What follows belongs to an exercise in optimizing a design on an open flow for small area, a short achievable clock period and few clock cycles; a production flow would make more cautious choices. No functional check of the RTL was part of any run shown here. Power figures rest on the tool's default switching activity, not on a simulated workload.

$ cat design.v
module cpu(clk, reset, read_data, datapath_out, mem_cmd, mem_addr);
  input clk, reset;
  input [15:0] read_data;
  output [15:0] datapath_out;
  output reg [1:0] mem_cmd;
  output [8:0] mem_addr;
  reg [15:0] R [0:7];
  reg [15:0] w1;        
  reg [2:0]  w1b;       
  reg        v1;        
  reg [15:0] ir;
  reg        irv;       
  reg [15:0] A, B;
  reg [8:0]  ma;
  reg        mab;       
  reg        inflight;  
  reg        ldwb;      
  reg [2:0]  ld_rd;
  reg        halted;
  reg [8:0]  pc;        
  reg [8:0]  pcm;       
  reg        ex;        
  reg        mo;        
  reg        fe;        
  reg        rf;        
  wire [2:0] opcode = ir[15:13];
  wire [1:0] op     = ir[12:11];
  wire [1:0] sh     = ir[4:3];
  wire is_ldr = opcode == 3'b011;
  wire is_str = opcode == 3'b100;
  wire is_hlt = opcode == 3'b111;
  reg [15:0] sb;
  always_comb begin
    case (sh)
      2'b00: sb = B;
      2'b01: sb = {B[14:0], 1'b0};
      2'b10: sb = {1'b0, B[15:1]};
      default: sb = {B[15], B[15:1]};
    endcase
  end
  wire [15:0] sum;
  pfx_add #(16) add16 (.a(A), .b(sb), .s(sum));
  reg [15:0] res;
  always_comb begin
    res = 16'b0;
    if (opcode == 3'b110) begin
      if (op == 2'b10) res = {{8{ir[7]}}, ir[7:0]};
      else             res = sb;
    end else begin
      case (op)
        2'b00:   res = sum;
        2'b10:   res = A & sb;
        default: res = ~sb;
      endcase
    end
  end
  function automatic writes(input [15:0] w);
    writes = (w[15:13] == 3'b110 && (w[12:11] == 2'b10 || w[12:11] == 2'b00)) ||
             (w[15:13] == 3'b101 && w[12:11] != 2'b01);
  endfunction
  function automatic [2:0] wreg(input [15:0] w);
    wreg = (w[15:13] == 3'b110 && w[12:11] == 2'b10) ? w[10:8] : w[7:5];
  endfunction
  function automatic is_mem(input [15:0] w);
    is_mem = w[15:13] == 3'b011 || w[15:13] == 3'b100;
  endfunction
  wire [2:0]  wnum  = wreg(ir);
  wire        wx    = ex & writes(ir);
  wire [15:0] wdata = ldwb ? read_data : res;
  wire       we    = ldwb | wx;
  wire [2:0] waddr = ldwb ? ld_rd : wnum;
  always_ff @(posedge clk) begin
    if (we) R[waddr] <= wdata;
  end
  assign datapath_out = B;
  assign mem_addr = mo ? ma : (rf ? pcm : pc);
  wire adv  = ~irv | ex;      
  wire take = ~v1 | adv;      
  wire [2:0] sela = w1[10:8];
  wire [2:0] selb = w1b;
  wire hitxa = wx & (wnum == sela);
  wire hitxb = wx & (wnum == selb);
  wire hitla = ldwb & (ld_rd == sela);
  wire hitlb = ldwb & (ld_rd == selb);
  wire [7:0] oha = 8'b1 << sela;
  wire [7:0] ohb = 8'b1 << selb;
  reg [15:0] ra, rb;
  integer j;
  always_comb begin
    ra = 16'b0;
    rb = 16'b0;
    for (j = 0; j < 8; j = j + 1) begin
      ra = ra | ({16{oha[j]}} & R[j]);
      rb = rb | ({16{ohb[j]}} & R[j]);
    end
  end
  wire [8:0] ma_r, ma_h;
  pfx_add #(9) addr_r (.a(ra[8:0]), .b({{4{w1[4]}}, w1[4:0]}), .s(ma_r));
  pfx_add #(9) addr_h (.a(A[8:0]),  .b({{4{ir[4]}}, ir[4:0]}), .s(ma_h));
  wire [2:0] irb = (ir[14] | ir[13]) ? ir[2:0] : ir[7:5];
  wire hla = ldwb & (ld_rd == ir[10:8]);
  wire hlb = ldwb & (ld_rd == irb);
  always_ff @(posedge clk) begin
    if (adv) begin
      ir <= w1;
      A  <= hitxa ? res : (hitla ? read_data : ra);
      B  <= hitxb ? res : (hitlb ? read_data : rb);
      ma <= ma_r;
    end else begin
      if (hla) A <= read_data;
      if (hlb) B <= read_data;
      if (mab) ma <= ma_h;
    end
    if (take) begin
      w1  <= read_data;
      w1b <= (read_data[14] | read_data[13]) ? read_data[2:0] : read_data[7:5];
    end
    ld_rd <= wnum;
  end
  wire [15:0] ir_n   = adv ? w1 : ir;
  wire irv_n    = adv ? v1 : irv;
  wire v1_n     = take ? inflight : v1;
  wire inf_n    = fe | rf;
  wire ldwb_n   = mo & is_ldr;
  wire halted_n = halted | (ex & is_hlt);
  wire mab_n    = adv ? (hitxa | hitla) : hla;
  wire mem_n    = is_mem(ir_n);
  wire ex_n     = irv_n & ~ldwb_n & ~halted_n & ~(mab_n & mem_n);
  wire mo_n     = ex_n & mem_n;
  wire [8:0] pc_n  = fe ? pc + 9'd1 : pc;
  wire take_n   = ~v1_n | ~irv_n | ex_n;
  wire rf_n     = inf_n & ~take_n & ~halted_n;
  wire fe_n     = ~mo_n & ~halted_n & ~rf_n & ~(pc_n[8] & (inf_n | v1_n | irv_n));
  always_ff @(posedge clk) begin
    mab <= mab_n;
    if (reset) begin
      pc       <= 9'd0;
      v1       <= 1'b0;
      irv      <= 1'b0;
      inflight <= 1'b0;
      ldwb     <= 1'b0;
      halted   <= 1'b0;
      ex       <= 1'b0;
      mo       <= 1'b0;
      fe       <= 1'b1;
      rf       <= 1'b0;
      mem_cmd  <= 2'b01;
    end else begin
      if (fe) begin
        pc  <= pc + 9'd1;
        pcm <= pc;
      end
      v1       <= v1_n;
      irv      <= irv_n;
      inflight <= inf_n;
      ldwb     <= ldwb_n;
      halted   <= halted_n;
      ex       <= ex_n;
      mo       <= mo_n;
      fe       <= fe_n;
      rf       <= rf_n;
      mem_cmd  <= mo_n ? (str_op(ir_n) ? 2'b10 : 2'b01) : ((fe_n | rf_n) ? 2'b01 : 2'b00);
    end
  end
  function automatic str_op(input [15:0] w);
    str_op = w[15:13] == 3'b100;
  endfunction
endmodule
module pfx_add #(parameter W = 16) (a, b, s);
  input  [W-1:0] a, b;
  output [W-1:0] s;
  parameter L = 4;  
  wire [W-1:0] g [0:L];
  wire [W-1:0] p [0:L];
  assign g[0] = a & b;
  assign p[0] = a ^ b;
  genvar k, i;
  generate
    for (k = 0; k < L; k = k + 1) begin : lvl
      for (i = 0; i < W; i = i + 1) begin : bit_
        if (i >= (1 << k)) begin : c
          assign g[k+1][i] = g[k][i] | (p[k][i] & g[k][i-(1<<k)]);
          assign p[k+1][i] = p[k][i] & p[k][i-(1<<k)];
        end else begin : n
          assign g[k+1][i] = g[k][i];
          assign p[k+1][i] = p[k][i];
        end
      end
    end
  endgenerate
  assign s = p[0] ^ {g[L][W-2:0], 1'b0};
endmodule
$ cat run.sh
#!/bin/bash
# synth_recipe.tcl (not shown) runs the flow's synth.tcl, then flattens the netlist and writes it again
# the make line also repeats each setting of config.mk as NAME=value (left out here)
make -C /OpenROAD-flow-scripts/flow DESIGN_CONFIG=/design/flow/config.mk WORK_HOME=/design/flow/orfs CLKGATE_MAP_FILE= SYNTH_SCRIPT=/design/flow/synth_recipe.tcl finish
$ cat config.mk
export PLATFORM = sky130hd
export DESIGN_NAME = cpu
export DESIGN_NICKNAME = cpu
export VERILOG_FILES = /design/flow/design.v
export SDC_FILE = /design/flow/constraint.sdc
export NUM_CORES = 4
export LEC_CHECK = 0
export CAP_MARGIN = 20
export CORE_MARGIN = 2
export CORE_UTILIZATION = 40
export SETUP_SLACK_MARGIN = 2.5
export SLEW_MARGIN = 20
$ cat constraint.sdc
create_clock -name core_clock -period 6.0 [get_ports {clk}]
set_input_delay 1.2000 -clock core_clock [delete_from_list [all_inputs] [get_ports {clk}]]
set_output_delay 1.2000 -clock core_clock [all_outputs]
set_load 0.01 [all_outputs]
==> results.txt, run 1 <==
asr flop ratio synth: 0
layout cells sized above 1: 0.1899
GP Congestion: 0.9275
top-area cell type share of the netlist area: 0.4563
RSZ-0062 raised after global routing: true
WL/cell: 22.86 um
post-synthesis sequential area ratio: 0.4954
Worst setup SP type: flip-flop
EDFF count, synth: 210
post-synthesis cell area: 13,820 um2
Worst Hold Class: reg -> reg
Final ANT Viol Nets: 0
H-tree Lvls: 1
clock sink total: 237
later-pin clock latency in the skew report: 0.54 ns
Final Skew: 0.01889 ns
WL met2: 18,710 um
CP endpoint kind: flip-flop
WP data required: 6.33 ns
vias post-DR: 10,400
Synth Register Bits: 237
Rows: 68
outcome: no timing/DRC/antenna violations
Post-Route WL: 39,770 um
Final Hold Viols: 0
Final min period: 3.519 ns
initial antenna violation count: 0
Die H: 189.9 um
Area Growth Syn to Fin: 17.39%
crit path from: ir[3]
synth top area cells: edfxtp_1, mux2i_1, mux4_2
synthesized area per cell: 11.39 um2
Worst Max-Slew Pin Slew: 0.8895 ns
CORE AREA: 34,290 um2
most common cell in the netlist: edfxtp_1
Post-CTS Hold Buffers: 0
half-perimeter wire length after placement: 27,520 um
first-pass GRT wire length: 60,220 um
largest net degree at the start of global routing: 50
Worst slew margin: 0.4048
die width: 189.9 um
Distinct cells, synth: 85
worst reg2reg startpoint: ir[3]
Critical R2R Capture: A[13]
Synth Net Count: 1,269
vias in the first global route: 9,952
wire length on met1: 16,910 um
max-slew violations: 0
Cells after Synth: 1,213
non-filler instance count after layout: 1,740
clock-pin slew on the worst setup and hold paths: 0.06 ns
Synth Flop Type: edfxtp_1
Initial Util: 0.4031
port bufs: 44
Top Ports: 45
GRT Total Usage: 0.2167
placed insts: 1,658
CP arrival: 3.85 ns
fin crit share: 0.5864
die area: 36,050 um2
leak pwr: 5.752 nW
setup_tns: 0 ns
root buf cell: clkbuf_16
Setup crit end: A[13]
First DRT Iteration DRCs: 1,215
top sig layer: met4
synth cell count leaders: edfxtp_1, nand2_1, nor2_1, a21oi_1, o21ai_0
Num CTS Buffers: 27
Antenna Cells: 0
worst vdd ir: 222.6 uV
worst r2r path cells: 15
synthesis warning total: 3
r2r setup slk: 2.48 ns
DRT Pass-1 Iters: 5
Cell Pwr Density: 363.5 nW/um2
grt ovf: 0
DR vias/cell: 5.978
Residual DRC: 0
top cell type by total area after synthesis: edfxtp_1
Setup-failing EPs final: 0
met3 WL: 2771 um
critical path fanouts, max: 9
CP Class: reg -> reg
CTS tree: built
FMAX: 284.2 MHz
Post-layout nets: 1,321
Max Cap Viol: 0
clk buf depth: 3
==> cells by family after synthesis <==
kind of cell,synth area share
muxes,0.1208
buffers and inverters,0.03694
DFF,0.4954
xor gates and xnor gates,0.03612
and+or+nand+nor,0.1163
AOI/OAI and AO/OA,0.1577
adders and majority gates,0.03676
==> critical path, cell delays in order (launching register included) <==
cell and delay [ns]:
edfxtp_1 0.41, buf_12 0.16, buf_4 0.14, buf_4 0.14, mux2i_1 0.14, nor2_1 0.07, a21oi_2 0.18, inv_1 0.08
ha_2 0.23, or4b_1 0.57, a2111oi_2 0.35, and4_1 0.22, nor4_1 0.06, o211ai_1 0.13, nand2_2 0.14, a221oi_1 0.31
==> layer usage <==
metal / vias to the layer above / track usage
li1: 4767 / -
met1: 5093 / 0.2917
met2: 458 / 0.3595
met3: 83 / 0.03007
met4: 0 / 0.07513
met5: - / 0
==> power breakdown <==
group / internal [mW] / switching (mW)
registers: 2.09 / 0.133
logic: 0.782 / 1.10
clock network: 1.13 / 0.671
total: 4.00 / 1.90
==> cell usage in the layout (no fill, tap or decap), types with 20 or more instances in the layout <==
cell             instances
a21oi_1                 65
buf_4                   47
clkbuf_16               27
clkdlybuf4s50_1         44
dfxtp_1                 26
edfxtp_1               210
ha_1                    30
inv_1                   31
mux2_2                  37
mux2i_1                 61
mux4_2                  26
nand2_1                 96
nand3_1                 23
nor2_1                  87
nor2b_1                 20
o21ai_0                 46
xnor2_1                 40
==> final cells by class <==
cell class | count | area, um2
multi-input combinational | 862 | 6729
timing repair buffer | 102 | 970.9
sequential | 237 | 6848
tap | 455 | 569.3
inverter | 35 | 135.1
clock buffer | 29 | 683.2
fill | 3067 | 18060
clock inverter | 20 | 289.0
==> worst min-delay path by stage <==
stage                     slack, ns   start  depth (start not counted)     end
final                          0.41   w1[6]                          0   ir[6]
after global routing           0.43   w1[7]                          0   ir[7]
after global placement         0.40   w1[7]                          0   ir[7]
after detailed placement       0.40   w1[6]                          0   ir[6]
after CTS                      0.41   w1[6]                          0   ir[6]
after floorplan                0.40  w1[11]                          0  ir[11]
==> timing repair <==
item / in CTS / in global routing
buffers inserted: 20 / 13
pin swaps: 9 / 24
endpoints found under the setup margin: 157 / 139
gates resized for setup: 37 / 49
==> flip-flops by register name, indices dropped and copies added, names as in the netlist, 9 cells and up <==
register  count
R           128
A            16
B            16
ir           16
w1           16
ma            9
pc            9
pcm           9
==> stage by stage <==
step           setup WS [ns]  utilization  cell area, um2  hold slack, ns  power [mW]
2_1_floorplan          2.525            -           13840          0.4003       3.357
3_3_place_gp           1.758       0.4276           14660          0.4006       3.849
3_5_place_dp           1.567       0.4292           14720          0.4045       3.868
4_1_cts                2.459       0.4660           15980          0.4134       5.766
5_1_grt                2.332       0.4732           16220          0.4261       6.150
6_report               2.482       0.4732           16220          0.4117       5.898
==> inputs of run 2 (changes only) <==
--- a/design.v
+++ b/design.v
@@ -23,6 +23,8 @@
   reg        mo;        
   reg        fe;        
   reg        rf;        
+  reg [8:0]  fa;        
+  reg [7:0]  wen;       
   wire [2:0] opcode = ir[15:13];
   wire [1:0] op     = ir[12:11];
   wire [1:0] sh     = ir[4:3];
@@ -67,13 +69,13 @@
   wire [2:0]  wnum  = wreg(ir);
   wire        wx    = ex & writes(ir);
   wire [15:0] wdata = ldwb ? read_data : res;
-  wire       we    = ldwb | wx;
-  wire [2:0] waddr = ldwb ? ld_rd : wnum;
+  integer k;
   always_ff @(posedge clk) begin
-    if (we) R[waddr] <= wdata;
+    for (k = 0; k < 8; k = k + 1)
+      if (wen[k]) R[k] <= wdata;
   end
   assign datapath_out = B;
-  assign mem_addr = mo ? ma : (rf ? pcm : pc);
+  assign mem_addr = mo ? ma : fa;
   wire adv  = ~irv | ex;      
   wire take = ~v1 | adv;      
   wire [2:0] sela = w1[10:8];
@@ -128,9 +130,12 @@
   wire ex_n     = irv_n & ~ldwb_n & ~halted_n & ~(mab_n & mem_n);
   wire mo_n     = ex_n & mem_n;
   wire [8:0] pc_n  = fe ? pc + 9'd1 : pc;
+  wire [8:0] pcm_n = fe ? pc : pcm;
   wire take_n   = ~v1_n | ~irv_n | ex_n;
   wire rf_n     = inf_n & ~take_n & ~halted_n;
   wire fe_n     = ~mo_n & ~halted_n & ~rf_n & ~(pc_n[8] & (inf_n | v1_n | irv_n));
+  wire [2:0] wnum_n = wreg(ir_n);
+  wire wx_n     = ex_n & writes(ir_n);
   always_ff @(posedge clk) begin
     mab <= mab_n;
     if (reset) begin
@@ -144,12 +149,12 @@
       mo       <= 1'b0;
       fe       <= 1'b1;
       rf       <= 1'b0;
+      fa       <= 9'd0;
       mem_cmd  <= 2'b01;
+      wen      <= 8'b0;
     end else begin
-      if (fe) begin
-        pc  <= pc + 9'd1;
-        pcm <= pc;
-      end
+      pc       <= pc_n;
+      pcm      <= pcm_n;
       v1       <= v1_n;
       irv      <= irv_n;
       inflight <= inf_n;
@@ -159,7 +164,10 @@
       mo       <= mo_n;
       fe       <= fe_n;
       rf       <= rf_n;
+      fa       <= rf_n ? pcm_n : pc_n;
       mem_cmd  <= mo_n ? (str_op(ir_n) ? 2'b10 : 2'b01) : ((fe_n | rf_n) ? 2'b01 : 2'b00);
+      for (k = 0; k < 8; k = k + 1)
+        wen[k] <= (wx_n & (wnum_n == k)) | (ldwb_n & (wnum == k));
     end
   end
   function automatic str_op(input [15:0] w);
==> results.txt, run 2 <==
Psw: 2.009 mW (+5.7%)
critical path fanouts, max: 8 (-1)
EDFF count, synth: 202 (-3.8%)
Final min period: 3.545 ns (+0.02680 ns)
GRT Total Usage: 0.2389 (+0.02223)
placed insts: 1,733 (+4.5%)
Comb power frac: 0.314 (-0.004)
outcome: no timing/DRC/antenna violations
Initial Util: 0.4088 (+0.005765)
Post-Route WL: 44,630 um (+12%)
Final ANT Viol Nets: 0 (unchanged)
Area Growth Syn to Fin: 17.83%
Max Cap Viol: 0 (unchanged)
Post-Synth Simple-Gate Area: 0.1108 (-0.005514)
first-pass GRT wire length: 66,710 um (+11%)
later-pin clock latency in the skew report: 0.56 ns (+0.02 ns)
hold path depth: 0 (unchanged)
Final Skew: 0.01215 ns (-0.006736 ns)
commonest non-fill, non-tap cell in the layout: edfxtp_1
clock-pin slew on the worst setup and hold paths: 0.06 ns (about the same)
initial antenna violation count: 1 (+1)
vias post-DR: 11,230 (+7.9%)
Synth Net Count: 1,346 (+6.1%)
Flop pwr share: 0.389 (+0.012)
vias in the first global route: 10,820 (+8.7%)
clock sink total: 254 (+7.2%)
grt ovf: 0 (unchanged)
Rows: 68 (unchanged)
Worst slew margin: 0.2154 (-0.1893)
Antenna Cells: 0 (unchanged)
top cell type by total area after synthesis: edfxtp_1
GP Congestion: 0.9412 (+1.5%)
Setup-failing EPs final: 0 (unchanged)
FMAX: 282.1 MHz (-0.76%)
root buf cell: clkbuf_16
synth cell count leaders: edfxtp_1, nand2_1, a21oi_1, nor2_1, o21ai_0
Adder-Cell Fraction of Synth Area: 0.03579 (-0.0009624)
CP arrival: 3.82 ns (-0.03 ns)
post-synthesis mux area share: 0.1071 (-0.01365)
Multi-input gate area: 6933 um2 (+3.0%)
port bufs: 44 (unchanged)
DR vias/cell: 6.161 (+3.1%)
Synth Flop Type: edfxtp_1
CP Class: reg -> reg
RSZ-0062 raised after global routing: true
worst vdd ir: 219.5 uV (-1.4%)
Compound-Gate Fraction of Synth Area: 0.1741 (+0.01641)
Die H: 192.4 um (+1.3%)
most common cell in the netlist: edfxtp_1
CTS tree: built
CP endpoint kind: flip-flop
synthesized area per cell: 11.00 um2 (-3.4%)
layout cells sized above 1: 0.1887 (-0.001149)
worst r2r path cells: 12 (-3)
First DRT Iteration DRCs: 1,197 (-1.5%)
Cell Pwr Density: 361.2 nW/um2 (-0.63%)
half-perimeter wire length after placement: 29,670 um (+7.8%)
CORE AREA: 34,710 um2 (+1.2%)
post-synthesis cell area: 14,190 um2 (+2.7%)
DRT Pass-1 Iters: 6 (+1)
top-area cell type share of the netlist area: 0.4274 (-0.02887)
Post-layout nets: 1,400 (+6.0%)
Synth Register Bits: 254 (+7.2%)
Residual DRC: 0 (unchanged)
switching part of the total power: 0.3326 (+0.01039)
die width: 192.4 um (+1.3%)
WP data required: 6.27 ns (-0.06 ns)
post-synthesis sequential area ratio: 0.5007 (+0.005366)
die area: 37,000 um2 (+2.6%)
max reg flops: 128 (unchanged)
Worst Max-Slew Pin Slew: 1.175 ns (+0.2857 ns)
leak pwr: 6.120 nW (+6.4%)
post-synthesis xor/xnor area fraction: 0.03518 (-0.0009458)
WL/cell: 24.50 um (+7.2%)
setup_tns: 0 ns (unchanged)
largest net degree at the start of global routing: 51 (+2.0%)
internal power: 4.031 mW (+0.85%)
commonest cells after routing, fill and taps aside: edfxtp_1, nand2_1, nor2_1, a21oi_1, dfxtp_1
asr flop ratio synth: 0 (unchanged)
main combinational cell family by area after synthesis: compound AO/OA/AOI/OAI gates
area taken by flip-flops and latches: 7108 um2 (+3.8%)
max-slew violations: 0 (unchanged)
synth top area cells: edfxtp_1, dfxtp_1, mux2_2
FILL cells: 3,189 (+4.0%)
H-tree Lvls: 1 (unchanged)
Cells after Synth: 1,290 (+6.3%)
Worst Hold Class: reg -> reg
synthesis warning total: 4 (+1)
fin crit share: 0.5909 (+0.004467)
Num CTS Buffers: 29 (+7.4%)
Top Ports: 45 (unchanged)
Clock power frac: 0.297 (-0.008)
Worst setup SP type: flip-flop
clk buf depth: 3 (unchanged)
non-filler instance count after layout: 1,822 (+4.7%)
Final Hold Viols: 0 (unchanged)
most flop-heavy register: R
Distinct cells, synth: 86 (+1.2%)
-- run 2: cell types whose count changed in the layout (fill, tap and decap cells not counted), moves of 10 or more --
| cell | delta |
|---|---|
| a221oi_1 | +16 |
| a31o_2 | +12 |
| nor3_1 | +11 |
| a21oi_1 | +15 |
| dfxtp_1 | +25 |
| nand3_1 | +12 |
| inv_1 | +11 |
| mux2_2 | +10 |
| nand2_1 | +11 |
| mux2i_1 | -12 |
-- run 2: routing by layer --
metal / vias to the layer above / share of wire / wire, um / global-route usage
li1: 5073 / - / - / -
met1: 5511 / 0.41 / 18230 / 0.3166
met2: 532 / 0.46 / 20700 / 0.3907
met3: 110 / 0.084 / 3753 / 0.04037
met4: 0 / 0.044 / 1954 / 0.09366
met5: - / 0 / 0 / 0
-- run 2: timing repair --
| item | in CTS | in global routing |
|---|---|---|
| gates cloned | 1 | 0 |
| buffers inserted | 14 | 20 |
| pin swaps | 7 | 20 |
| hold buffers | 0 | 0 |
| setup endpoints to repair | 142 | 115 |
| resized for setup | 51 | 62 |
-- run 2: worst max-delay path, stage by stage (launching register included) --
cell	delay [ns]
edfxtp_1	0.53
buf_12	0.19
buf_6	0.10
mux2i_1	0.11
o21ai_2	0.19
ha_1	0.28
a211oi_2	0.28
o211ai_1	0.20
nand4_1	0.21
a21oi_2	0.09
or4_4	0.50
a221oi_4	0.40
o31ai_4	0.15
-- run 2: worst paths after layout --
check        start       end  slack [ns]
max reg2reg  ir[3]  R[4][15]        2.45
max          ir[3]  R[4][15]        2.45
min          w1[0]     ir[0]        0.46
min reg2reg  w1[0]     ir[0]        0.46
-- run 2: cell families after synthesis --
group                      after synthesis
AOI/OAI and AO/OA                      362
xor gates and xnor gates                57
adders and majority gates               39
buffers and inverters                  126
DFF                                    254
muxes                                  120
and+or+nand+nor                        332
-- run 2: cell type report --
type,count,share of cell area
flip-flops and latches,254,0.4251
well taps,455,0.03404
inverters,45,0.01062
multi-input cells,910,0.4146
clock buffers,36,0.04557
clock inverters,18,0.01137
repair buffers,104,0.05874
-- run 2: power by group through the flow --
| stage | registers (mW) | clock network (mW) | logic, mW |
|---|---|---|---|
| final | 2.35 | 1.80 | 1.90 |
| after detailed placement | 2.39 | 0 | 1.63 |
| after CTS | 2.34 | 1.82 | 1.72 |
| after floorplan | 2.32 | 0 | 1.16 |
| after global routing | 2.36 | 1.89 | 2.05 |
| after global placement | 2.39 | 0 | 1.62 |
-- run 2: through the flow --
| step | worst slack (ns) | utilization | cell area [um2] | hold slack [ns] | total power [mW] |
|---|---|---|---|---|---|
| 2_1_floorplan | 2.528 | - | 14200 | 0.4255 | 3.479 |
| 3_3_place_gp | 1.602 | 0.4337 | 15060 | 0.4459 | 4.008 |
| 3_5_place_dp | 1.416 | 0.4337 | 15060 | 0.4452 | 4.024 |
| 4_1_cts | 2.436 | 0.4697 | 16300 | 0.4566 | 5.886 |
| 5_1_grt | 2.382 | 0.4817 | 16720 | 0.4902 | 6.305 |
| 6_report | 2.455 | 0.4817 | 16720 | 0.4640 | 6.040 |

afterwards: timing with drivers on the ports:
Ports are ideal in the flow. The routed layouts listed here were re-timed in OpenROAD.
Step 1: set_driving_cell puts a clkbuf_16 on clk and a buf_2 on each other input, an assumption about the parent block.
Step 2 times the ports against the registers' clock, not the clock port: input delays grow and output delays shrink by t, the midpoint of the rising clock arrivals with the driver on.
Slacks: ideal ports / drivers / drivers and shift; pairs: ideal ports / drivers.
run	t (ns)	setup WS [ns]	worst hold slack (ns)	latest minus earliest clock arrival (ns)	pins driven straight from the clock port
run 1	0.585	2.481 / 2.481 / 2.481	0.412 / 0.412 / 0.412	0.019 / 0.018	1
run 2	0.607	2.455 / 2.455 / 2.455	0.464 / 0.464 / 0.464	0.012 / 0.012	1
After both steps setup and hold are still met in every run listed.
